Context: an optimization exercise on an open-source flow, tuned for small area and a short achievable clock period. The choices shown serve that exercise and are no tape-out recipe. At most, simulation tests tie the RTL to the original design; equivalence was not proved. No functional check of the RTL was part of run 7. Power is estimated from default activity; no workload was simulated.

==> flow/design.v, too long to show whole: its modules and the start of the top module <==
// module line_buffer: 30 lines
// module conv_core: 3172 lines
// module csa_fa: 4 lines
// module conv_top: 37 lines
module conv_top (
    input  wire        clk,
    input  wire        rst,
    input  wire        pixel_valid,
    input  wire [7:0]  pixel_in,
    input  wire [71:0] kernel_in,
    output wire signed [15:0] conv_out,
    output wire        conv_valid
);
  // ...
==> flow/flow/run.sh <==
#!/bin/bash
bash standard.sh BUFFER_PORTS_ARGS="-buffer_cell sky130_fd_sc_hd__buf_2" finish > standard.log 2>&1
==> flow/standard.sh <==
#!/bin/bash
# synth_recipe.tcl (not shown) runs the flow's synth.tcl, then flattens the netlist and writes it again
# the make line also repeats each setting of config.mk as NAME=value (left out here)
make -C /OpenROAD-flow-scripts/flow DESIGN_CONFIG=/design/flow/config.mk WORK_HOME=/design/flow/orfs CLKGATE_MAP_FILE= SYNTH_SCRIPT=/design/flow/synth_recipe.tcl "${@:-finish}"
==> flow/config.mk <==
export PLATFORM = sky130hd
export DESIGN_NAME = conv_top
export DESIGN_NICKNAME = conv_top
export VERILOG_FILES = /design/flow/design.v
export SDC_FILE = /design/flow/constraint.sdc
export NUM_CORES = 4
export LEC_CHECK = 0
export CAP_MARGIN = 20
export CORE_MARGIN = 2
export CORE_UTILIZATION = 40
export SLEW_MARGIN = 20
export SYNTH_HIERARCHICAL = 1
==> flow/constraint.sdc <==
create_clock -name core_clock -period 11.0 [get_ports {clk}]
set_input_delay 2.2000 -clock core_clock [delete_from_list [all_inputs] [get_ports {clk}]]
set_output_delay 2.2000 -clock core_clock [all_outputs]
set_load 0.01 [all_outputs]
==> impl_metrics.env, run 1 <==
export IMPL_nonClockInverterCount=46
export IMPL_synth_largest_area_cell="fa_1"
export IMPL_clockBufferCount=67
export IMPL_top_layer="met4"
export IMPL_final_nonclk_buf_share_pct=1.936
export IMPL_drtIter0Drc=1208
export IMPL_layout_commonest_cell="nand2_1"
export IMPL_die_x_um=251.0
export IMPL_r2r_cells=9
export IMPL_clock_power_w=0.00156
export IMPL_drive_above_1_share_pct=10.09
export IMPL_synth_warning_count=9
export IMPL_sh_seq_area_pct=35.78
export IMPL_clock_area_share_pct=5.885
export IMPL_biggestCellCategory="multi-input combinational cells"
export IMPL_cp_slowest_cell="edfxtp_1"
export IMPL_cts_max_path_buffers=3
export IMPL_syn_cell_area_mm2=0.02439
export IMPL_switching_share_pct=39.94
export IMPL_dp_cells=2530
export IMPL_cp_start_kind="register"
export IMPL_worst_slack_ns=7.690
export IMPL_tightest_slew_ns=1.058
export IMPL_reg_top3="u_line_buffer.sr (144), kq (72), u_core.conv_out (16)"
export IMPL_whs_endpoint="u_core.r1805"
export IMPL_critical_path_arrival_ns=3.82
export IMPL_fin_crit_sh_pct=30.09
export IMPL_intPower_w=0.004733
export IMPL_power_leakage_nw=9.533
export IMPL_final_core_util_pct=43.68
export IMPL_outcome="timing/DRC/antenna clean"
export IMPL_cp_slowest_stage_delay_ns=0.65
==> run 2, diff against run 1 <==
==> flow/flow/run.sh (replaced) <==
#!/bin/bash
bash standard.sh BUFFER_PORTS_ARGS="-buffer_cell sky130_fd_sc_hd__buf_2" SETUP_SLACK_MARGIN=7.75 finish > standard.log 2>&1
--- a/flow/config.mk
+++ b/flow/config.mk
@@ -8,5 +8,6 @@
 export CAP_MARGIN = 20
 export CORE_MARGIN = 2
-export CORE_UTILIZATION = 40
+export CORE_UTILIZATION = 65
+export PLACE_DENSITY = 0.72
 export SLEW_MARGIN = 20
 export SYNTH_HIERARCHICAL = 1
==> run 2 against run 1 <==
  * Still clean on timing, DRC and antenna
  * Die area decreased by 38%
  * Combinational power decreased by 5%
  * Synthesized cell count unchanged
  * Sequential share of layout area increased by 0.53 points
  * Final area decreased by 1.2%
  * Worst hold slack improved by 0.0023 ns
  * Critical path depth decreased by 8
  * Largest power group unchanged
  * Highest routed layer unchanged
==> impl_metrics.env, run 2 <==
export IMPL_outcome="timing/DRC/antenna clean"
export IMPL_largest_register="u_line_buffer.sr"
export IMPL_h_tree_depth=2
export IMPL_portBuffers=99
export IMPL_final_nets=2457
export IMPL_ant_nets=0
export IMPL_tightest_slew_ns=0.8973
export IMPL_ys_top_cells_by_count="573 x nand2_1, 537 x fa_1, 245 x dfxtp_1"
export IMPL_placed_area_mm2=0.02442
export IMPL_cp_end_kind="output port"
export IMPL_root_buffer="clkbuf_16"
export IMPL_grt_max_degree=60
export IMPL_reg2reg_setup_slack_ns=7.80
export IMPL_synth_top_cell_area_share_pct=44.07
export IMPL_synth_warning_count=9
export IMPL_die_area_mm2=0.03910
export IMPL_grt_overflow_total=0
export IMPL_grt_pass1_vias=15460
export IMPL_ys_seq_area_share_pct=38.65
export IMPL_largest_reg_flops=144
export IMPL_via_count=13830
export IMPL_die_x_um=197.7
export IMPL_cp_max_fo=1
export IMPL_setup_viol=0
export IMPL_worstHoldPathCells=0
export IMPL_viasPerCell=5.944
export IMPL_synth_nets=2493
export IMPL_ioPinCount=100
export IMPL_syn_inst=1860
export IMPL_slew_headroom_pct=40.18
export IMPL_path_cells="buf_2"
export IMPL_cp_slowest_stage_delay_ns=0.36
export IMPL_cp_slowest_cell="dfrtp_1"
export IMPL_cts_max_path_buffers=3
export IMPL_post_synth_cell_area_avg_um2=13.12
export IMPL_start_util_pct=66.32
export IMPL_slew_viol_final=0
export IMPL_firstDrtPassIters=5
export IMPL_drt_wl_total_um=65180
export IMPL_clock_sinks=397
export IMPL_die_h_um=197.7
export IMPL_async_flop_share_pct=2.015
export IMPL_fin_area_mm2=0.02604
export IMPL_power_w=0.007529
export IMPL_drtIter0Drc=1315
export IMPL_drive_above_1_share_pct=11.73
export IMPL_path_depth=1
export IMPL_path_buf_inv=1
export IMPL_grt_use_total_pct=36.19
export IMPL_fin_skew_ns=0.01278
export IMPL_cts_buffers_inserted=42
export IMPL_coreArea_mm2=0.03679
export IMPL_path_delay_family="flip-flops"
export IMPL_min_period_ns=3.261
export IMPL_cts_tree="built"
export IMPL_syn_cell_area_mm2=0.02439
export IMPL_rows=70
export IMPL_grt_util_met2_pct=57.52
export IMPL_num_fill_cells=2539
export IMPL_hp_class="register to register"
export IMPL_ir_drop_mv=0.2034
export IMPL_use_met3_pct=4.837
export IMPL_fin_cells=2326
export IMPL_met1_usage_pct=46.26
export IMPL_worst_setup_path_type="register to output port"
export IMPL_r2r_cells=9
export IMPL_rsz0062_at_grt="yes"
export IMPL_avgRoutedWirePerCell_um=28.02
export IMPL_tns_ns=0
export IMPL_yosysMostFrequentCell="nand2_1"
export IMPL_place_hpwl_um=52870
export IMPL_layout_commonest_cell="nand2_1"
export IMPL_mostFrequentLayoutCells="573 x nand2_1, 537 x fa_1, 227 x dfxtp_1"
export IMPL_drc_errors=0
export IMPL_power_leakage_nw=9.583
export IMPL_reg_top3="u_line_buffer.sr (144), kq (72), u_core.conv_out (16)"
export IMPL_antenna_found_initial=0
export IMPL_multi_input_area_mm2=0.01372
export IMPL_area_delta_synth_final_pct=6.755
export IMPL_synth_seq_cells=397
export IMPL_seq_area_mm2=0.009457
export IMPL_postCtsHoldBufs=0
export IMPL_fin_crit_sh_pct=29.65
export IMPL_timing_fmax_ghz=0.3066
export IMPL_gp_congestion=1.007
export IMPL_synth_largest_area_cell="fa_1"
export IMPL_critical_path_arrival_ns=1.06
export IMPL_ys_flop_type="dfxtp_1"
export IMPL_worstPathRequired_ns=8.80
export IMPL_cp_start_kind="register"
export IMPL_drv_cap=0
export IMPL_grt_pass1_wl_um=96980
export IMPL_busiest_layer="met2"
export IMPL_clkTransAtPathRegs_ns=0.06
export IMPL_power_density_mw_per_mm2=289.1
export IMPL_yosys_top_cells_area="fa_1 44%, dfxtp_1 20%, edfxtp_1 18%"
export IMPL_synth_edf_count=144
export IMPL_hold_viol=0
export IMPL_synth_cell_types=46
export IMPL_antennaDiodeCount=0
export IMPL_final_core_util_pct=70.80
export IMPL_clk_latency_ns=0.57
export IMPL_dp_cells=2216
==> run 2: worst reg2reg max path: cells and delay by family, from the launching register on <==
family / cells / cell delay (ns)
xor gates and xnor gates: 4 / 0.67
adders and majority gates: 4 / 1.77
DFF: 1 / 0.53
and+or+nand+nor: 1 / 0.13
==> run 2: repair_timing <==
action	CTS	global route
pin swaps	0	0
hold endpoints to repair	0	0
resized for setup	1	17
setup endpoints to repair	2	3
buffers inserted	0	32
==> run 2: worst paths after layout <==
| check | startpoint | end |
|---|---|---|
| max | u_core.conv_valid | conv_valid |
| min | u_core.r1493 | u_core.r1806 |
| max reg2reg | u_line_buffer.sr[14] | u_core.r1611 |
| min reg2reg | u_core.r1493 | u_core.r1806 |
| max in group asynchronous | rst | u_line_buffer.col[2] |
| min in group asynchronous | rst | u_core.conv_valid |
==> run 2: through the flow <==
stage | setup slack [ns] | hold WS [ns]
floorplan | 7.906 | 0.3096
global placement | 7.778 | 0.3117
detailed placement | 7.725 | 0.3135
CTS | 7.709 | 0.3282
global route | 7.709 | 0.3392
finish | 7.739 | 0.3287
==> run 2: per-layer routing <==
| layer | part of all wire (%) | routed length (µm) |
|---|---|---|
| met3 | 8.1 | 5274 |
| met1 | 35 | 23030 |
| met2 | 48 | 31070 |
| met4 | 8.9 | 5798 |
| met5 | 0 | 0 |
==> run 2: cells by family after synthesis <==
family | count (synthesis) | synth area share (%)
XOR/XNOR | 28 | 1.005
adder cells (fa/ha/maj) | 550 | 44.74
flip-flops | 397 | 38.65
multiplexers | 2 | 0.1231
buffers and inverters | 259 | 5.124
AND/OR/NAND/NOR | 603 | 9.648
AO/OA/AOI/OAI | 21 | 0.7129
==> run 2: area by class of cell <==
class                   instances  area share, %
multi-input cells            1204          52.67
flip-flops and latches        397          36.31
clock inverters                13         0.2931
well taps                     468          2.248
clock buffers                  65          4.934
repair buffers                133          2.883
inverters                      46         0.6630
==> run 2: power breakdown <==
group	leakage (nW)	total [W]	internal (W)	switching (W)
Combinational	5.35	0.00384	0.00175	0.00209
Clock	0.664	0.00140	0.000809	0.000589
Sequential	3.57	0.00229	0.00201	0.000279
==> run 2: Yosys stat by module (local to each module, per instance) <==
module | flip-flops and latches | times used
conv_core | 167 | 1
line_buffer | 149 | 1
conv_top | 81 | 1
csa_fa | 0 | 537
==> run 3, diff against run 2 <==
--- a/flow/config.mk
+++ b/flow/config.mk
@@ -9,4 +9,7 @@
 export CORE_MARGIN = 2
 export CORE_UTILIZATION = 65
+export CTS_BUF_LIST = sky130_fd_sc_hd__clkbuf_8
+export CTS_CLUSTER_DIAMETER = 60
+export CTS_CLUSTER_SIZE = 20
 export PLACE_DENSITY = 0.72
 export SLEW_MARGIN = 20
==> run 3 against run 2 <==
  * Still clean
  * Fmax down 3.6%
  * Clock skew up 0.024 ns
  * Flip-flop and latch count did not move
  * Synthesized cell count unchanged
  * Final cell count shrank 0.99%
  * First-iteration DRC count is 5.8% lower
  * Critical path type unchanged
  * Highest routed layer unchanged
==> impl_metrics.env, run 3 <==
export IMPL_outcome="timing/DRC/antenna clean"
export IMPL_min_period_ns=3.381
export IMPL_intPower_w=0.004114
export IMPL_drive_above_1_share_pct=11.66
export IMPL_slew_viol_final=0
export IMPL_cts_tree="built"
export IMPL_dp_cells=2216
export IMPL_yosysMostFrequentCell="nand2_1"
export IMPL_grt_pass1_wl_um=95280
export IMPL_async_flop_share_pct=2.015
export IMPL_cp_end_kind="output port"
export IMPL_cp_start_kind="register"
export IMPL_pre_cts_slack_ns=7.725
export IMPL_yosys_top_cells_area="fa_1 44%, dfxtp_1 20%, edfxtp_1 18%"
export IMPL_synth_edf_count=144
export IMPL_p_clk_share_pct=12.8
export IMPL_layout_commonest_cell="nand2_1"
export IMPL_rows=70
export IMPL_path_buf_inv=1
export IMPL_ys_seq_area_share_pct=38.65
export IMPL_firstDrtPassIters=7
export IMPL_synth_top_cell_area_share_pct=44.07
export IMPL_root_buffer="clkbuf_8"
export IMPL_switching_share_pct=41.41
export IMPL_ys_top_cells_by_count="573 x nand2_1, 537 x fa_1, 245 x dfxtp_1"
export IMPL_grt_use_total_pct=35.35
export IMPL_cp_slowest_stage_delay_ns=0.38
export IMPL_place_hpwl_um=52870
export IMPL_start_util_pct=66.32
export IMPL_h_tree_depth=1
export IMPL_ant_nets=0
export IMPL_antennaDiodeCount=0
export IMPL_syn_cell_area_mm2=0.02439
export IMPL_postCtsHoldBufs=0
export IMPL_synth_nets=2493
export IMPL_cts_max_path_buffers=3
export IMPL_path_delay_family="flip-flops"
export IMPL_syn_inst=1860
export IMPL_fin_skew_ns=0.03689
export IMPL_grt_overflow_total=0
export IMPL_drv_cap=0
export IMPL_power_leakage_nw=9.310
export IMPL_via_count=13670
export IMPL_drtIter0Drc=1239
export IMPL_cts_buffers_inserted=31
export IMPL_synth_warning_count=9
export IMPL_power_w=0.007023
export IMPL_drc_errors=0
export IMPL_ir_drop_mv=0.2119
export IMPL_viasPerCell=5.937
export IMPL_clock_sinks=397
export IMPL_clkTransAtPathRegs_ns=0.11
export IMPL_p_sw_w=0.002908
export IMPL_pwr_share_seq_pct=32.5
export IMPL_hp_class="register to register"
export IMPL_critical_path_arrival_ns=1.18
export IMPL_die_h_um=197.7
export IMPL_timing_fmax_ghz=0.2957
export IMPL_path_cells="buf_2"
export IMPL_reg_top3="u_line_buffer.sr (144), kq (72), u_core.conv_out (16)"
export IMPL_worstPathRequired_ns=8.80
export IMPL_worstHoldPathCells=0
export IMPL_final_nets=2444
export IMPL_grt_max_degree=60
export IMPL_grt_pass1_vias=15100
export IMPL_ys_flop_type="dfxtp_1"
export IMPL_die_x_um=197.7
export IMPL_setup_viol=0
export IMPL_fin_cells=2303
export IMPL_post_synth_cell_area_avg_um2=13.12
export IMPL_area_delta_synth_final_pct=4.247
export IMPL_hold_viol=0
export IMPL_power_density_mw_per_mm2=276.1
export IMPL_r2r_cells=9
export IMPL_worst_setup_path_type="register to output port"
export IMPL_reg2reg_setup_slack_ns=7.85
export IMPL_cp_max_fo=1
export IMPL_slew_headroom_pct=38.98
export IMPL_portBuffers=99
export IMPL_combPwrFrac_pct=54.7
export IMPL_gp_congestion=1.007
export IMPL_rsz0062_at_grt="yes"
export IMPL_synth_seq_cells=397
export IMPL_antenna_found_initial=0
export IMPL_worst_slack_ns=7.619
export IMPL_cp_slowest_cell="dfrtp_1"
export IMPL_tightest_slew_ns=0.9152
export IMPL_avgRoutedWirePerCell_um=27.75
export IMPL_fin_crit_sh_pct=30.74
export IMPL_synth_cell_types=46
export IMPL_die_area_mm2=0.03910
export IMPL_synth_largest_area_cell="fa_1"
export IMPL_drt_wl_total_um=63910
export IMPL_largest_reg_flops=144
export IMPL_mostFrequentLayoutCells="573 x nand2_1, 537 x fa_1, 219 x dfxtp_1"
export IMPL_ioPinCount=100
export IMPL_path_depth=1
export IMPL_clk_latency_ns=0.67
export IMPL_tns_ns=0
export IMPL_coreArea_mm2=0.03679
export IMPL_largest_register="u_line_buffer.sr"
## run 3: cell counts after synthesis
Identical to the previous run, type by type.
## run 3: kinds of logic (layout without fill, tap and decap cells)
| kind of cell | count (synthesis) | after routing | synth area share (%) |
|---|---|---|---|
| simple gates | 603 | 603 | 9.648 |
| fa+ha+maj | 550 | 550 | 44.74 |
| flops | 397 | 397 | 38.65 |
| buf+inv | 259 | 234 | 5.124 |
| xor+xnor | 28 | 28 | 1.005 |
| compound gates | 21 | 21 | 0.7129 |
| mux | 2 | 2 | 0.1231 |
## run 3: power groups by stage
stage	clock network, W	registers, W	logic (W)
2_1_floorplan	0	0.00220	0.00254
3_3_place_gp	0	0.00231	0.00370
3_5_place_dp	0	0.00232	0.00386
4_1_cts	0.000916	0.00228	0.00387
5_1_grt	0.000971	0.00232	0.00438
6_report	0.000896	0.00228	0.00384
## run 3: modules after synthesis (local to each module, per instance)
module,area (µm²),flops+latches,times used,cells
csa_fa,20.02,0,537,1
conv_core,6919,167,1,1010
conv_top,1622,81,1,81
line_buffer,5104,149,1,232
## run 3: per-layer routing
layer	up-vias	part of all wire (%)	global-route usage [%]	wire length (µm)
met1	7142	35	46.10	22360
met3	207	8.2	3.986	5247
li1	5484	-	-	-
met2	841	48	57.54	30900
met4	0	8.5	22.75	5404
met5	-	0	0	0
## run 3: repair_timing
action | 4_1_cts | 5_1_grt
pin swaps | 0 | 0
resized for setup | 9 | 26
endpoints found under the setup margin | 18 | 18
buffers inserted | 4 | 26
## run 3: area by class of cell
class	count	area, µm²
Multi-Input combinational cell	1204	13720
Fill cell	2630	11350
Sequential cell	397	9477
Timing Repair Buffer	131	767.0
Tap cell	468	585.6
Clock buffer	32	440.4
Clock inverter	25	272.8
Inverter	46	172.7
## run 3: metrics by stage
stage | util, % | hold slack (ns) | cell area (µm²)
4_1_cts | 68.46 | 0.3416 | 25180
3_3_place_gp | 66.38 | 0.3117 | 24420
2_1_floorplan | - | 0.3096 | 24400
3_5_place_dp | 66.38 | 0.3135 | 24420
6_report | 69.13 | 0.3406 | 25430
5_1_grt | 69.13 | 0.3519 | 25430
## run 3: final timing paths
path                                      from                   end
hold / removal                    u_core.r1493          u_core.r1806
min in group asynchronous                  rst       u_core.vpipe[0]
setup reg to reg           u_line_buffer.sr[6]          u_core.r1611
hold reg to reg                   u_core.r1493          u_core.r1806
max in group asynchronous                  rst  u_line_buffer.row[0]
setup / recovery             u_core.conv_valid            conv_valid
==> run 4, diff against run 3 <==
--- a/flow/config.mk
+++ b/flow/config.mk
@@ -9,7 +9,6 @@
 export CORE_MARGIN = 2
 export CORE_UTILIZATION = 65
-export CTS_BUF_LIST = sky130_fd_sc_hd__clkbuf_8
-export CTS_CLUSTER_DIAMETER = 60
-export CTS_CLUSTER_SIZE = 20
+export CTS_CLUSTER_DIAMETER = 80
+export CTS_CLUSTER_SIZE = 24
 export PLACE_DENSITY = 0.72
 export SLEW_MARGIN = 20
==> run 4 against run 3 <==
  * Still clean on timing, DRC and antenna
  * Via count decreased by 0.53%
  * Critical path depth stayed put
  * Worst hold slack worse by 0.0049 ns
  * Setup slack better by 0.10 ns
  * Total power is 1.3% higher
  * Count of clock-buffer cells in the layout rose by 3
  * First-iteration DRC count decreased by 1.0%
  * Global-route usage grew 0.072 points
  * Combinational power is essentially flat
  * Utilization rose by 0.16 points
  * Non-clock buffer count unchanged
  * Critical endpoint unchanged
  * Highest routed layer unchanged
==> impl_metrics.env, run 4 <==
export IMPL_grt_overflow_total=0
export IMPL_synth_cell_types=46
export IMPL_via_count=13600
export IMPL_grt_use_total_pct=35.42
export IMPL_drive_above_1_share_pct=10.43
export IMPL_intPower_w=0.004212
export IMPL_drtIter0Drc=1226
export IMPL_cts_tree="built"
export IMPL_reg_top3="u_line_buffer.sr (144), kq (72), u_core.conv_out (16)"
export IMPL_gp_congestion=1.007
export IMPL_ys_seq_area_share_pct=38.65
export IMPL_grt_max_degree=60
export IMPL_cp_max_fo=1
export IMPL_syn_cell_area_mm2=0.02439
export IMPL_root_buffer="clkbuf_16"
export IMPL_synth_nets=2493
export IMPL_tightest_slew_ns=0.9222
export IMPL_combPwrFrac_pct=54.0
export IMPL_place_hpwl_um=52870
export IMPL_drc_errors=0
export IMPL_wl_met2_um=30700
export IMPL_placed_area_mm2=0.02442
export IMPL_path_delay_family="flip-flops"
export IMPL_critical_path_arrival_ns=1.08
export IMPL_postCtsHoldBufs=0
export IMPL_top_layer="met4"
export IMPL_syn_inst=1860
export IMPL_worst_setup_path_type="register to output port"
export IMPL_power_density_mw_per_mm2=279.1
export IMPL_antenna_found_initial=0
export IMPL_rows=70
export IMPL_post_synth_cell_area_avg_um2=13.12
export IMPL_path_buf_inv=1
export IMPL_coreArea_mm2=0.03679
export IMPL_die_x_um=197.7
export IMPL_grt_pass1_vias=15130
export IMPL_viasPerCell=5.939
export IMPL_yosys_top_cells_area="fa_1 44%, dfxtp_1 20%, edfxtp_1 18%"
export IMPL_largest_reg_flops=144
export IMPL_path_cells="buf_2"
export IMPL_ir_drop_mv=0.2213
export IMPL_mostFrequentLayoutCells="573 x nand2_1, 537 x fa_1, 227 x dfxtp_1"
export IMPL_met3_length_um=4909
export IMPL_min_period_ns=3.280
export IMPL_clkTransAtPathRegs_ns=0.09
export IMPL_fin_crit_sh_pct=29.82
export IMPL_synth_seq_cells=397
export IMPL_hp_class="register to register"
export IMPL_largest_register="u_line_buffer.sr"
export IMPL_die_area_mm2=0.03910
export IMPL_slew_viol_final=0
export IMPL_start_util_pct=66.32
export IMPL_pwr_share_seq_pct=32.1
export IMPL_async_flop_share_pct=2.015
export IMPL_cts_max_path_buffers=3
export IMPL_clk_latency_ns=0.59
export IMPL_cp_end_kind="output port"
export IMPL_clock_sinks=397
export IMPL_num_fill_cells=2631
export IMPL_synth_top_cell_area_share_pct=44.07
export IMPL_synth_warning_count=9
export IMPL_drt_wl_total_um=64070
export IMPL_slew_headroom_pct=38.52
export IMPL_grt_pass1_wl_um=95400
export IMPL_firstDrtPassIters=8
export IMPL_p_sw_w=0.002904
export IMPL_switching_share_pct=40.81
export IMPL_die_h_um=197.7
export IMPL_area_delta_synth_final_pct=4.493
export IMPL_cp_slowest_cell="dfrtp_1"
export IMPL_ys_flop_type="dfxtp_1"
export IMPL_wl_met1_um=22950
export IMPL_rsz0062_at_grt="yes"
export IMPL_h_tree_depth=1
export IMPL_timing_fmax_ghz=0.3048
export IMPL_layout_commonest_cell="nand2_1"
export IMPL_portBuffers=99
export IMPL_ys_top_cells_by_count="573 x nand2_1, 537 x fa_1, 245 x dfxtp_1"
export IMPL_ioPinCount=100
export IMPL_cts_buffers_inserted=24
export IMPL_synth_largest_area_cell="fa_1"
export IMPL_tns_ns=0
export IMPL_drv_cap=0
export IMPL_cp_start_kind="register"
export IMPL_hold_viol=0
export IMPL_p_clk_share_pct=13.8
export IMPL_avgRoutedWirePerCell_um=27.98
export IMPL_fin_skew_ns=0.02459
export IMPL_antennaDiodeCount=0
export IMPL_power_leakage_nw=9.301
export IMPL_yosysMostFrequentCell="nand2_1"
export IMPL_fin_area_mm2=0.02549
export IMPL_final_nets=2437
export IMPL_ant_nets=0
export IMPL_cp_slowest_stage_delay_ns=0.37
export IMPL_setup_viol=0
export IMPL_outcome="timing/DRC/antenna clean"
export IMPL_synth_edf_count=144
export IMPL_worstPathRequired_ns=8.80
## run 4: changes by cell type in the layout (fill, tap and decap cells not counted), moves of 2 or more
cell       before  now
dfxtp_1       219  227
dfxtp_4         6    1
dfxtp_2        20   17
inv_4           2    0
clkbuf_16       0   25
inv_1          53   46
inv_6           5    2
bufinv_16       2    0
clkbuf_8       32    0
clkbuf_1        0   10
## run 4: path summary, 6_finish.rpt
check                                  start                    to  slack (ns)  depth (start not counted)
setup / recovery           u_core.conv_valid            conv_valid        7.72                          1
hold / removal                  u_core.r1493          u_core.r1806        0.34                          0
setup reg to reg                      kq[13]          u_core.r1611        7.77                          9
hold reg to reg                 u_core.r1493          u_core.r1806        0.34                          0
max in group asynchronous                rst  u_line_buffer.col[1]        9.31                          2
min in group asynchronous                rst       u_core.vpipe[1]        1.48                          2
## run 4: per-module statistics from Yosys (local to each module, per instance)
| module | times used | cells |
|---|---|---|
| conv_core | 1 | 1010 |
| conv_top | 1 | 81 |
| csa_fa | 537 | 1 |
| line_buffer | 1 | 232 |
## run 4: cell families after synthesis
family | synth area share [%]
AOI/OAI and AO/OA | 0.7129
xor gates and xnor gates | 1.005
adders and majority gates | 44.74
buffers and inverters | 5.124
DFF | 38.65
muxes | 0.1231
and+or+nand+nor | 9.648
## run 4: layout make-up
type / instances / area (µm²) / area share (%)
multi-input combinational: 1204 / 13720 / 53.81
sequential: 397 / 9454 / 37.09
timing repair buffer: 131 / 767.0 / 3.009
clock buffer: 35 / 663.1 / 2.601
tap: 468 / 585.6 / 2.297
inverter: 46 / 172.7 / 0.6774
clock inverter: 9 / 132.6 / 0.5203
## run 4: power by group through the flow
stage | sequential, W | clock, W | combinational, W
floorplan | 0.00220 | 0 | 0.00254
global placement | 0.00231 | 0 | 0.00370
detailed placement | 0.00232 | 0 | 0.00386
CTS | 0.00229 | 0.00101 | 0.00387
global route | 0.00232 | 0.00106 | 0.00438
finish | 0.00229 | 0.000984 | 0.00385
## run 4: repair_timing
| action | CTS | global route |
|---|---|---|
| buffers inserted | 1 | 29 |
| cloned | 0 | 0 |
| gates resized for setup | 6 | 16 |
| setup endpoints to repair | 4 | 10 |
## run 4: through the flow
step	util, %	hold slack (ns)	std cells	worst slack, ns	power [W]
finish	69.30	0.3356	2290	7.720	0.007116
global route	69.30	0.3488	2290	7.690	0.007761
CTS	68.60	0.3356	2261	7.695	0.007164
detailed placement	66.38	0.3135	2216	7.725	0.006182
global placement	66.38	0.3117	2216	7.778	0.006007
floorplan	-	0.3096	1860	7.906	0.004740
## run 4: metal layers
layer | vias to the layer above | GRT usage (%)
li1 | 5466 | -
met4 | 0 | 25.65
met5 | - | 0
met2 | 821 | 56.90
met3 | 184 | 3.185
met1 | 7130 | 46.24
==> run 5, diff against run 4 <==
==> flow/flow/run.sh (replaced) <==
#!/bin/bash
bash standard.sh BUFFER_PORTS_ARGS="-buffer_cell sky130_fd_sc_hd__buf_2" SETUP_SLACK_MARGIN=7.85 finish > standard.log 2>&1
==> run 5 against run 4 <==
  * Register-to-register slack improved by 0.13 ns
  * Flip-flop and latch count unchanged
  * Total power about the same
  * Utilization increased by 0.17 points
  * Clock skew decreased by 0.0025 ns
  * Critical path type unchanged
  * Highest routed layer unchanged
==> impl_metrics.env, run 5 <==
export IMPL_outcome="timing/DRC/antenna clean"
export IMPL_fin_area_mm2=0.02555
export IMPL_placed_area_mm2=0.02442
export IMPL_coreArea_mm2=0.03679
export IMPL_firstDrtPassIters=5
export IMPL_worst_slack_ns=7.722
export IMPL_drv_cap=0
export IMPL_grt_use_total_pct=35.58
export IMPL_ys_seq_area_share_pct=38.65
export IMPL_cts_tree="built"
export IMPL_ioPinCount=100
export IMPL_die_h_um=197.7
export IMPL_tns_ns=0
export IMPL_synth_cell_types=46
export IMPL_gp_congestion=1.007
export IMPL_fin_skew_ns=0.02204
export IMPL_path_cells="buf_2"
export IMPL_grt_overflow_total=0
export IMPL_cp_startpoint="u_core.conv_valid"
export IMPL_h_tree_depth=1
export IMPL_synth_top_cell_area_share_pct=44.07
export IMPL_cts_max_path_buffers=3
export IMPL_critical_path_arrival_ns=1.08
export IMPL_ir_drop_mv=0.2186
export IMPL_cp_start_kind="register"
export IMPL_slew_viol_final=0
export IMPL_ys_top_cells_by_count="573 x nand2_1, 537 x fa_1, 245 x dfxtp_1"
export IMPL_yosysMostFrequentCell="nand2_1"
export IMPL_layout_commonest_cell="nand2_1"
export IMPL_power_leakage_nw=9.315
export IMPL_avgRoutedWirePerCell_um=28.03
export IMPL_fin_crit_sh_pct=29.80
export IMPL_power_density_mw_per_mm2=278.5
export IMPL_min_from="u_core.r1493"
export IMPL_start_util_pct=66.32
export IMPL_timing_fmax_ghz=0.3050
export IMPL_cts_buffers_inserted=24
export IMPL_hp_class="register to register"
export IMPL_final_core_util_pct=69.47
export IMPL_die_x_um=197.7
export IMPL_hold_viol=0
export IMPL_root_buffer="clkbuf_16"
export IMPL_yosys_top_cells_area="fa_1 44%, dfxtp_1 20%, edfxtp_1 18%"
export IMPL_reg2reg_setup_slack_ns=7.90
export IMPL_drtIter0Drc=1205
export IMPL_r2r_end="u_core.r1534"
export IMPL_via_count=13570
export IMPL_reg_top3="u_line_buffer.sr (144), kq (72), u_core.conv_out (16)"
export IMPL_grt_max_degree=60
export IMPL_syn_cell_area_mm2=0.02439
export IMPL_grt_pass1_vias=15230
export IMPL_cp_max_fo=1
export IMPL_place_hpwl_um=52870
export IMPL_tightest_slew_ns=0.9087
export IMPL_syn_inst=1860
export IMPL_path_buf_inv=1
export IMPL_pre_cts_slack_ns=7.725
export IMPL_largest_register="u_line_buffer.sr"
export IMPL_cp_slowest_cell="dfrtp_1"
export IMPL_viasPerCell=5.923
export IMPL_path_delay_family="flip-flops"
export IMPL_antenna_found_initial=0
export IMPL_portBuffers=99
export IMPL_mostFrequentLayoutCells="573 x nand2_1, 533 x fa_1, 219 x dfxtp_1"
export IMPL_ant_nets=0
export IMPL_final_nets=2438
export IMPL_setup_viol=0
export IMPL_clk_latency_ns=0.59
export IMPL_rsz0062_at_grt="yes"
export IMPL_antennaDiodeCount=0
export IMPL_fin_cells=2291
export IMPL_synth_nets=2493
export IMPL_drt_wl_total_um=64210
export IMPL_worstPathRequired_ns=8.80
export IMPL_cp_end_kind="output port"
export IMPL_worstHoldPathCells=0
export IMPL_rows=70
export IMPL_dp_cells=2216
export IMPL_synth_largest_area_cell="fa_1"
export IMPL_postCtsHoldBufs=0
export IMPL_ys_flop_type="dfxtp_1"
export IMPL_regToRegStartpoint="kq[66]"
export IMPL_slew_headroom_pct=39.42
export IMPL_synth_seq_cells=397
export IMPL_largest_reg_flops=144
export IMPL_synth_edf_count=144
export IMPL_r2r_cells=5
export IMPL_die_area_mm2=0.03910
export IMPL_clkTransAtPathRegs_ns=0.09
export IMPL_async_flop_share_pct=2.015
export IMPL_min_period_ns=3.278
export IMPL_post_synth_cell_area_avg_um2=13.12
export IMPL_grt_pass1_wl_um=95830
export IMPL_whs_endpoint="u_core.r1806"
export IMPL_worst_setup_path_type="register to output port"
export IMPL_area_delta_synth_final_pct=4.750
export IMPL_drc_errors=0
export IMPL_drive_above_1_share_pct=11.19
export IMPL_cp_slowest_stage_delay_ns=0.37
export IMPL_synth_warning_count=9
export IMPL_clock_sinks=397
[run 5: cell count changes in the layout (fill, tap and decap cells not counted)]
cell / delta
dfxtp_2: -3
buf_4: +1
fa_1: -4
dfxtp_1: -8
fa_2: +4
xnor2_1: -1
dfxtp_4: +11
xnor2_2: +1
[run 5: worst max-delay path by stage]
stage                         endpoint  slack (ns)  cells past startpoint
after global placement    u_core.r1611        7.78                      9
after CTS                   conv_valid        7.69                      1
after global routing        conv_valid        7.69                      1
after floorplan           u_core.r1611        7.91                     11
final                       conv_valid        7.72                      1
after detailed placement  u_core.r1611        7.72                      9
[run 5: area by class of cell]
class                           count  area [µm²]
Clock inverter                      9       132.6
Multi-Input combinational cell   1204       13730
Clock buffer                       35       663.1
Timing Repair Buffer              132       774.5
Fill cell                        2617       11230
Inverter                           46       172.7
Tap cell                          468       585.6
Sequential cell                   397        9492
[run 5: modules after synthesis, one instance, submodules excluded]
module       flip-flops and latches  times used  cell area [µm²]  cells inside
conv_top                         81           1             1622            81
csa_fa                            0         537            20.02             1
conv_core                       167           1             6919          1010
line_buffer                     149           1             5104           232
[run 5: power by group]
part	internal (W)	switching [W]	total (W)	leakage, nW
Clock	0.000447	0.000535	0.000982	0.382
Sequential	0.00200	0.000275	0.00228	3.57
Combinational	0.00176	0.00209	0.00385	5.36
Total	0.00421	0.00290	0.00712	9.32
[run 5: repair_timing]
action,4_1_cts,5_1_grt
endpoints found under the setup margin,18,20
buffers inserted,24,7
pin swaps,0,1
gates resized for setup,20,26
[run 5: routing by layer]
metal	up-vias	GRT usage, %	routed length (µm)
li1	5472	-	-
met1	7112	46.21	22890
met2	796	56.82	30630
met3	190	3.526	4861
met4	0	26.48	5823
met5	-	0	0
[run 5: cell families after synthesis]
logic type | synth area share [%]
and+or+nand+nor | 9.648
adders and majority gates | 44.74
DFF | 38.65
buffers and inverters | 5.124
xor gates and xnor gates | 1.005
AOI/OAI and AO/OA | 0.7129
muxes | 0.1231
[run 5: stage by stage]
| step | power [W] | hold slack [ns] |
|---|---|---|
| 2_1_floorplan | 0.004740 | 0.3096 |
| 3_3_place_gp | 0.006007 | 0.3117 |
| 3_5_place_dp | 0.006182 | 0.3135 |
| 4_1_cts | 0.007175 | 0.3356 |
| 5_1_grt | 0.007765 | 0.3488 |
| 6_report | 0.007116 | 0.3357 |
==> run 6, diff against run 5 <==
==> flow/flow/run.sh (replaced) <==
#!/bin/bash
bash standard.sh BUFFER_PORTS_ARGS="-buffer_cell sky130_fd_sc_hd__buf_2" SETUP_SLACK_MARGIN=7.75 finish > standard.log 2>&1
--- a/flow/config.mk
+++ b/flow/config.mk
@@ -8,8 +8,5 @@
 export CAP_MARGIN = 20
 export CORE_MARGIN = 2
-export CORE_UTILIZATION = 65
-export CTS_CLUSTER_DIAMETER = 80
-export CTS_CLUSTER_SIZE = 24
-export PLACE_DENSITY = 0.72
+export CORE_UTILIZATION = 40
 export SLEW_MARGIN = 20
 export SYNTH_HIERARCHICAL = 1
==> run 6 against run 5 <==
  * Flip-flop and latch count stayed put
  * Largest cell class unchanged
  * Die area rose by 61%
  * Still clean
  * Utilization fell by 25 points
==> impl_metrics.env, run 6 <==
export IMPL_synth_edf_count=144
export IMPL_clkTransAtPathRegs_ns=0.06
export IMPL_tightest_slew_ns=1.066
export IMPL_cp_startpoint="u_core.conv_valid"
export IMPL_critical_path_arrival_ns=1.06
export IMPL_power_leakage_nw=9.689
export IMPL_ioPinCount=100
export IMPL_syn_cell_area_mm2=0.02439
export IMPL_min_from="u_core.r1492"
export IMPL_ys_seq_area_share_pct=38.65
export IMPL_avgRoutedWirePerCell_um=26.54
export IMPL_path_delay_family="flip-flops"
export IMPL_slew_headroom_pct=28.90
export IMPL_clock_sinks=397
export IMPL_start_util_pct=40.42
export IMPL_die_x_um=251.0
export IMPL_drive_above_1_share_pct=12.77
export IMPL_timing_fmax_ghz=0.3069
export IMPL_tns_ns=0
export IMPL_power_density_mw_per_mm2=292.6
export IMPL_grt_overflow_total=0
export IMPL_viasPerCell=5.121
export IMPL_synth_warning_count=9
export IMPL_final_nets=2460
export IMPL_min_period_ns=3.258
export IMPL_syn_inst=1860
export IMPL_cp_start_kind="register"
export IMPL_dp_cells=2530
export IMPL_cts_buffers_inserted=45
export IMPL_fin_cells=2646
export IMPL_die_area_mm2=0.06298
export IMPL_reg_top3="u_line_buffer.sr (144), kq (72), u_core.conv_out (16)"
export IMPL_die_h_um=251.0
export IMPL_portBuffers=99
export IMPL_h_tree_depth=2
export IMPL_synth_largest_area_cell="fa_1"
export IMPL_antenna_found_initial=0
export IMPL_firstDrtPassIters=5
export IMPL_ys_top_cells_by_count="573 x nand2_1, 537 x fa_1, 245 x dfxtp_1"
export IMPL_setup_viol=0
export IMPL_synth_top_cell_area_share_pct=44.07
export IMPL_largest_reg_flops=144
export IMPL_synth_nets=2493
export IMPL_root_buffer="clkbuf_16"
export IMPL_path_cells="buf_2"
export IMPL_async_flop_share_pct=2.015
export IMPL_synth_cell_types=46
export IMPL_cts_max_path_buffers=3
export IMPL_yosysMostFrequentCell="nand2_1"
export IMPL_cp_max_fo=1
export IMPL_rsz0062_at_grt="yes"
export IMPL_ant_nets=0
export IMPL_outcome="timing/DRC/antenna clean"
export IMPL_hold_viol=0
export IMPL_grt_use_total_pct=23.22
export IMPL_place_hpwl_um=57460
export IMPL_mostFrequentLayoutCells="573 x nand2_1, 537 x fa_1, 220 x dfxtp_1"
export IMPL_cp_slowest_stage_delay_ns=0.36
export IMPL_grt_max_degree=69
export IMPL_yosys_top_cells_area="fa_1 44%, dfxtp_1 20%, edfxtp_1 18%"
export IMPL_ys_flop_type="dfxtp_1"
export IMPL_fin_skew_ns=0.01633
export IMPL_regToRegStartpoint="kq[5]"
export IMPL_grt_pass1_wl_um=103500
export IMPL_cp_end_kind="output port"
export IMPL_ir_drop_mv=0.2884
export IMPL_drc_errors=0
export IMPL_rows=90
export IMPL_path_buf_inv=1
export IMPL_synth_seq_cells=397
export IMPL_fin_crit_sh_pct=29.62
export IMPL_hp_class="register to register"
export IMPL_worstPathRequired_ns=8.80
export IMPL_area_delta_synth_final_pct=9.186
export IMPL_drv_cap=0
export IMPL_grt_pass1_vias=15200
export IMPL_cp_slowest_cell="dfrtp_1"
export IMPL_drt_wl_total_um=70220
export IMPL_gp_congestion=0.9072
export IMPL_via_count=13550
export IMPL_cts_tree="built"
export IMPL_antennaDiodeCount=0
export IMPL_layout_commonest_cell="nand2_1"
export IMPL_postCtsHoldBufs=0
export IMPL_post_synth_cell_area_avg_um2=13.12
export IMPL_coreArea_mm2=0.06036
export IMPL_largest_register="u_line_buffer.sr"
export IMPL_worst_setup_path_type="register to output port"
export IMPL_slew_viol_final=0
export IMPL_clk_latency_ns=0.58
export IMPL_drtIter0Drc=1058
-- run 6: changes by cell type in the layout (fill, tap and decap cells not counted), moves of 2 or more --
cell,delta
clkbuf_8,+7
dfxtp_4,-11
clkbuf_16,+26
dfxtp_2,+10
buf_2,-3
fa_2,-4
clkinv_2,+7
fa_1,+4
inv_12,-2
inv_4,+2
buf_4,+3
-- run 6: logic make-up after synthesis --
family / after synthesis / share of synthesized area (%)
AOI/OAI and AO/OA: 21 / 0.7129
xor gates and xnor gates: 28 / 1.005
adders and majority gates: 550 / 44.74
buffers and inverters: 259 / 5.124
DFF: 397 / 38.65
muxes: 2 / 0.1231
and+or+nand+nor: 603 / 9.648
-- run 6: layout make-up --
class	count	area [µm²]
clock inverter	15	98.84
timing repair buffer	133	793.3
fill	5457	33720
clock buffer	69	1414
multi-input combinational	1204	13720
sequential	397	9463
tap	782	978.4
inverter	46	172.7
-- run 6: per-stage QoR --
stage	worst slack, ns	hold slack, ns	cell area (µm²)	utilization [%]	total power, W
CTS	7.708	0.3278	26360	43.67	0.007826
detailed placement	7.742	0.3132	24810	41.10	0.006272
global placement	7.756	0.3148	24810	41.10	0.006180
finish	7.742	0.3249	26640	44.13	0.007794
global route	7.701	0.3311	26640	44.13	0.008447
floorplan	7.906	0.3096	24400	-	0.004740
-- run 6: modules after synthesis, one instance, submodules excluded --
module | flip-flops and latches | cells inside | copies in the design
csa_fa | 0 | 1 | 537
conv_top | 81 | 81 | 1
conv_core | 167 | 1010 | 1
line_buffer | 149 | 232 | 1
-- run 6: worst paths after layout --
check / endpoint / slack [ns] / cells past startpoint
min reg2reg: u_core.r1805 / 0.32 / 0
max in group asynchronous: u_line_buffer.row[0] / 9.28 / 2
max reg2reg: u_core.r1611 / 7.87 / 9
max: conv_valid / 7.74 / 1
min in group asynchronous: u_core.vpipe[1] / 1.49 / 2
min: u_core.r1805 / 0.32 / 0
-- run 6: timing repair --
action                                  CTS  global route
endpoints found under the setup margin    8             7
buffers inserted                          1            31
resized for setup                         9            24
-- run 6: power breakdown --
group | total, W | switching [W] | internal (W)
Combinational | 0.00398 | 0.00219 | 0.00180
Sequential | 0.00229 | 0.000280 | 0.00201
Clock | 0.00152 | 0.000626 | 0.000893
-- run 6: per-layer routing --
metal,share of wire [%],track usage (%)
met1,40,30.23
met2,48,38.09
met3,5.9,3.148
met4,6.0,12.36
met5,0,0
==> module line_buffer, before the edit <==
module line_buffer (
    input  wire        clk,
    input  wire        rst,
    input  wire        pixel_valid,
    input  wire [7:0]  pixel_in,
    output wire        window_valid,
    output wire [71:0] window_out    
);
    reg [143:0] sr;         
    reg [2:0]   col;        
    reg [1:0]   row;        
    always @(posedge clk) begin
        if (pixel_valid)
            sr <= {sr[135:0], pixel_in};
    end
    always @(posedge clk or posedge rst) begin
        if (rst) begin
            col <= 3'd0;
            row <= 2'd0;
        end else if (pixel_valid) begin
            col <= col + 3'd1;
            if (col == 3'd7 && !row[1])
                row <= row + 2'd1;
        end
    end
    assign window_valid = pixel_valid & row[1] & (col[2] | col[1]);
    assign window_out = {sr[143:136], sr[135:128], sr[127:120],
                         sr[79:72],   sr[71:64],   sr[63:56],
                         sr[15:8],    sr[7:0],     pixel_in};
endmodule
==> module conv_top, before the edit <==
module conv_top (
    input  wire        clk,
    input  wire        rst,
    input  wire        pixel_valid,
    input  wire [7:0]  pixel_in,
    input  wire [71:0] kernel_in,
    output wire signed [15:0] conv_out,
    output wire        conv_valid
);
    reg        pv_q;
    reg [7:0]  pin_q;
    reg [71:0] kq;
    always @(posedge clk) begin
        pv_q  <= pixel_valid;
        pin_q <= pixel_in;
        kq    <= kernel_in;
    end
    wire [71:0] window;
    wire        window_valid;
    line_buffer u_line_buffer (
        .clk(clk),
        .rst(rst),
        .pixel_valid(pv_q),
        .pixel_in(pin_q),
        .window_out(window),
        .window_valid(window_valid)
    );
    conv_core u_core (
        .clk(clk),
        .rst(rst),
        .window_valid(window_valid),
        .px(window),
        .wt(kq),
        .conv_out(conv_out),
        .conv_valid(conv_valid)
    );
endmodule
==> run 7, diff against run 6 <==
--- a/flow/design.v
+++ b/flow/design.v
@@ -1,17 +1,16 @@
 `timescale 1ns/1ps
 module line_buffer (
-    input  wire        clk,
-    input  wire        rst,
-    input  wire        pixel_valid,
-    input  wire [7:0]  pixel_in,
-    output wire        window_valid,
-    output wire [71:0] window_out    
+    input  wire         clk,
+    input  wire         rst,
+    input  wire         pixel_valid,
+    input  wire [7:0]   pixel_in,
+    output wire         window_valid,
+    output reg  [143:0] taps
 );
-    reg [143:0] sr;         
-    reg [2:0]   col;        
-    reg [1:0]   row;        
+    reg [2:0] col;        
+    reg [1:0] row;        
     always @(posedge clk) begin
         if (pixel_valid)
-            sr <= {sr[135:0], pixel_in};
+            taps <= {taps[135:0], pixel_in};
     end
     always @(posedge clk or posedge rst) begin
@@ -26,7 +25,4 @@
     end
     assign window_valid = pixel_valid & row[1] & (col[2] | col[1]);
-    assign window_out = {sr[143:136], sr[135:128], sr[127:120],
-                         sr[79:72],   sr[71:64],   sr[63:56],
-                         sr[15:8],    sr[7:0],     pixel_in};
 endmodule
 `timescale 1ns/1ps
@@ -3225,6 +3221,6 @@
         kq    <= kernel_in;
     end
-    wire [71:0] window;
-    wire        window_valid;
+    wire [143:0] taps;
+    wire         window_valid;
     line_buffer u_line_buffer (
         .clk(clk),
@@ -3232,7 +3228,10 @@
         .pixel_valid(pv_q),
         .pixel_in(pin_q),
-        .window_out(window),
-        .window_valid(window_valid)
+        .window_valid(window_valid),
+        .taps(taps)
     );
+    wire [71:0] window = {taps[143:136], taps[135:128], taps[127:120],
+                          taps[79:72],   taps[71:64],   taps[63:56],
+                          taps[15:8],    taps[7:0],     pin_q};
     conv_core u_core (
         .clk(clk),
--- a/flow/config.mk
+++ b/flow/config.mk
@@ -8,5 +8,8 @@
 export CAP_MARGIN = 20
 export CORE_MARGIN = 2
-export CORE_UTILIZATION = 40
+export CORE_UTILIZATION = 65
+export CTS_CLUSTER_DIAMETER = 80
+export CTS_CLUSTER_SIZE = 24
+export PLACE_DENSITY = 0.72
 export SLEW_MARGIN = 20
 export SYNTH_HIERARCHICAL = 1
==> run 7 against run 6 <==
  * Still clean on timing, DRC and antenna
  * Register-to-register slack got worse by 0.05 ns
  * Clock power down 35%
  * Global-route usage grew 13 points
  * First-iteration DRC count rose by 25%
  * Fmax decreased by 1.1%
  * Worst hold slack improved by 0.010 ns
  * Clock skew increased by 0.020 ns
  * Wire length is 7.6% lower
  * Critical path depth is the same
==> impl_metrics.env, run 7 <==
export IMPL_outcome="timing/DRC/antenna clean"
export IMPL_grt_pass1_vias=15230
export IMPL_slew_viol_final=0
export IMPL_synth_edf_count=144
export IMPL_viasPerCell=5.988
export IMPL_worst_setup_path_type="register to output port"
export IMPL_cp_slowest_stage_delay_ns=0.37
export IMPL_async_flop_share_pct=2.015
export IMPL_path_buf_inv=1
export IMPL_power_density_mw_per_mm2=282.7
export IMPL_die_x_um=195.6
export IMPL_firstDrtPassIters=5
export IMPL_drv_cap=0
export IMPL_h_tree_depth=1
export IMPL_avgRoutedWirePerCell_um=28.26
export IMPL_grt_overflow_total=0
export IMPL_hold_viol=0
export IMPL_synth_seq_cells=397
export IMPL_path_cells="buf_2"
export IMPL_cp_max_fo=1
export IMPL_setup_viol=0
export IMPL_fin_cells=2295
export IMPL_clk_latency_ns=0.60
export IMPL_grt_max_degree=65
export IMPL_synth_largest_area_cell="fa_1"
export IMPL_coreArea_mm2=0.03635
export IMPL_syn_cell_area_mm2=0.02385
export IMPL_drtIter0Drc=1324
export IMPL_yosysMostFrequentCell="nand2_1"
export IMPL_rsz0062_at_grt="yes"
export IMPL_num_fill_cells=2525
export IMPL_grt_use_total_pct=36.10
export IMPL_die_h_um=195.6
export IMPL_power_leakage_nw=9.329
export IMPL_drt_wl_total_um=64870
export IMPL_die_area_mm2=0.03825
export IMPL_slew_headroom_pct=37.99
export IMPL_tns_ns=0
export IMPL_power_w=0.007220
export IMPL_clkTransAtPathRegs_ns=0.09
export IMPL_min_period_ns=3.295
export IMPL_dp_cells=2216
export IMPL_tightest_slew_ns=0.9302
export IMPL_ys_top_cells_by_count="573 x nand2_1, 537 x fa_1, 245 x dfxtp_1"
export IMPL_ant_nets=0
export IMPL_timing_fmax_ghz=0.3035
export IMPL_syn_inst=1788
export IMPL_mostFrequentLayoutCells="573 x nand2_1, 537 x fa_1, 225 x dfxtp_1"
export IMPL_antenna_found_initial=0
export IMPL_antennaDiodeCount=0
export IMPL_start_util_pct=65.63
export IMPL_fin_skew_ns=0.03667
export IMPL_final_nets=2442
export IMPL_clock_sinks=397
export IMPL_post_synth_cell_area_avg_um2=13.34
export IMPL_synth_cell_types=45
export IMPL_rows=70
export IMPL_portBuffers=99
export IMPL_root_buffer="clkbuf_16"
export IMPL_gp_congestion=0.9446
export IMPL_synth_top_cell_area_share_pct=45.07
export IMPL_ioPinCount=100
export IMPL_area_delta_synth_final_pct=7.055
export IMPL_final_core_util_pct=70.26
export IMPL_place_hpwl_um=52780
export IMPL_via_count=13740
export IMPL_layout_commonest_cell="nand2_1"
export IMPL_fin_crit_sh_pct=29.96
export IMPL_synth_warning_count=9
export IMPL_drive_above_1_share_pct=10.89
export IMPL_drc_errors=0
export IMPL_ys_seq_area_share_pct=39.53
export IMPL_yosys_top_cells_area="fa_1 45%, dfxtp_1 21%, edfxtp_1 18%"
export IMPL_cp_slowest_cell="dfrtp_1"
export IMPL_whs_ns=0.3353
export IMPL_hp_class="register to register"
export IMPL_cp_end_kind="output port"
export IMPL_synth_nets=2421
export IMPL_largest_reg_flops=144
export IMPL_ir_drop_mv=0.3044
export IMPL_largest_register="u_line_buffer.taps"
export IMPL_cp_start_kind="register"
export IMPL_reg_top3="u_line_buffer.taps (144), kq (72), u_core.conv_out (16)"
export IMPL_cts_buffers_inserted=24
export IMPL_cts_max_path_buffers=3
export IMPL_worstPathRequired_ns=8.80
export IMPL_ys_flop_type="dfxtp_1"
export IMPL_critical_path_arrival_ns=1.10
export IMPL_cts_tree="built"
export IMPL_grt_pass1_wl_um=96720
export IMPL_postCtsHoldBufs=0
export IMPL_path_delay_family="flip-flops"
-- run 7: cell count changes after synthesis --
cell / change
buf_4: -72
-- run 7: final timing paths --
| check | cells after the start | from | endpoint | slack [ns] |
|---|---|---|---|---|
| setup / recovery | 1 | u_core.conv_valid | conv_valid | 7.70 |
| hold / removal | 0 | u_core.r1493 | u_core.r1806 | 0.34 |
| setup reg to reg | 9 | pin_q[5] | u_core.r1611 | 7.82 |
| hold reg to reg | 0 | u_core.r1493 | u_core.r1806 | 0.34 |
| max in group asynchronous | 2 | rst | u_line_buffer.row[0] | 9.33 |
| min in group asynchronous | 2 | rst | u_core.conv_valid | 1.47 |
-- run 7: cell families after synthesis --
logic type | count (synthesis) | share of synthesized area, %
AND/OR/NAND/NOR | 603 | 9.866
adder cells (fa/ha/maj) | 550 | 45.75
flip-flops | 397 | 39.53
buffers and inverters | 187 | 2.974
XOR/XNOR | 28 | 1.028
AO/OA/AOI/OAI | 21 | 0.7291
multiplexers | 2 | 0.1259
-- run 7: power breakdown --
group / internal, W / leakage, nW / switching, W
logic: 0.00181 / 5.37 / 0.00212
registers: 0.00201 / 3.57 / 0.000285
clock network: 0.000452 / 0.388 / 0.000541
-- run 7: per-module statistics from Yosys, one instance, submodules excluded --
module / area, µm² / times used / flip-flops and latches / cells inside
line_buffer: 4563 / 1 / 149 / 160
conv_top: 1622 / 1 / 81 / 81
conv_core: 6919 / 1 / 167 / 1010
csa_fa: 20.02 / 537 / 0 / 1
-- run 7: area by class of cell --
type,instances,area (µm²),area share [%]
Clock buffer,30,623.1,2.440
Clock inverter,14,185.2,0.7251
Inverter,46,172.7,0.6761
Multi-Input combinational cell,1204,13720,53.71
Sequential cell,397,9457,37.03
Tap cell,468,585.6,2.293
Timing Repair Buffer,136,798.3,3.126
-- run 7: repair_timing --
| item | 4_1_cts | 5_1_grt |
|---|---|---|
| setup buffers | 1 | 34 |
| endpoints found under the setup margin | 8 | 15 |
| resized for setup | 2 | 21 |
| endpoints found under the hold margin | 0 | 0 |
| gates cloned | 0 | 0 |
-- run 7: per-stage QoR --
stage                     setup slack [ns]  cell area (µm²)
after floorplan                      7.991            23860
after global placement               7.789            24420
after detailed placement             7.754            24420
after CTS                            7.689            25240
after global routing                 7.677            25540
final                                7.705            25540
-- run 7: layer usage --
metal	global-route usage (%)	part of all wire, %	wire length (µm)
met2	60.52	50	32240
met3	4.698	7.4	4775
met4	18.77	6.7	4335
met1	47.05	36	23510
met5	0	0	0

==> separate check: timing with driven ports <==
Ports are ideal in the flow. The routed layouts listed here were re-timed in OpenROAD.
Step 1 assumes that a clkbuf_16 drives the clock port and a buf_2 every other input.
Step 2 also shifts input and output timing later by t, the mid clock arrival at the registers, as if the neighbouring blocks saw the same clock.
Slacks: ideal ports / drivers / drivers and shift; pairs: ideal ports / drivers.
run	t (ns)	setup WS [ns]	pins driven straight from the clock port
run 1	0.643	7.690 / 7.670 / 7.690	1
run 2	0.625	7.739 / 7.679 / 7.796	1
run 3	0.708	7.619 / 7.565 / 7.852	1
run 4	0.633	7.720 / 7.662 / 7.770	1
run 5	0.633	7.722 / 7.663 / 7.896	1
run 6	0.629	7.742 / 7.683 / 7.869	1
run 7	0.635	7.705 / 7.650 / 7.816	1
After both steps setup and hold are still met in every run listed.
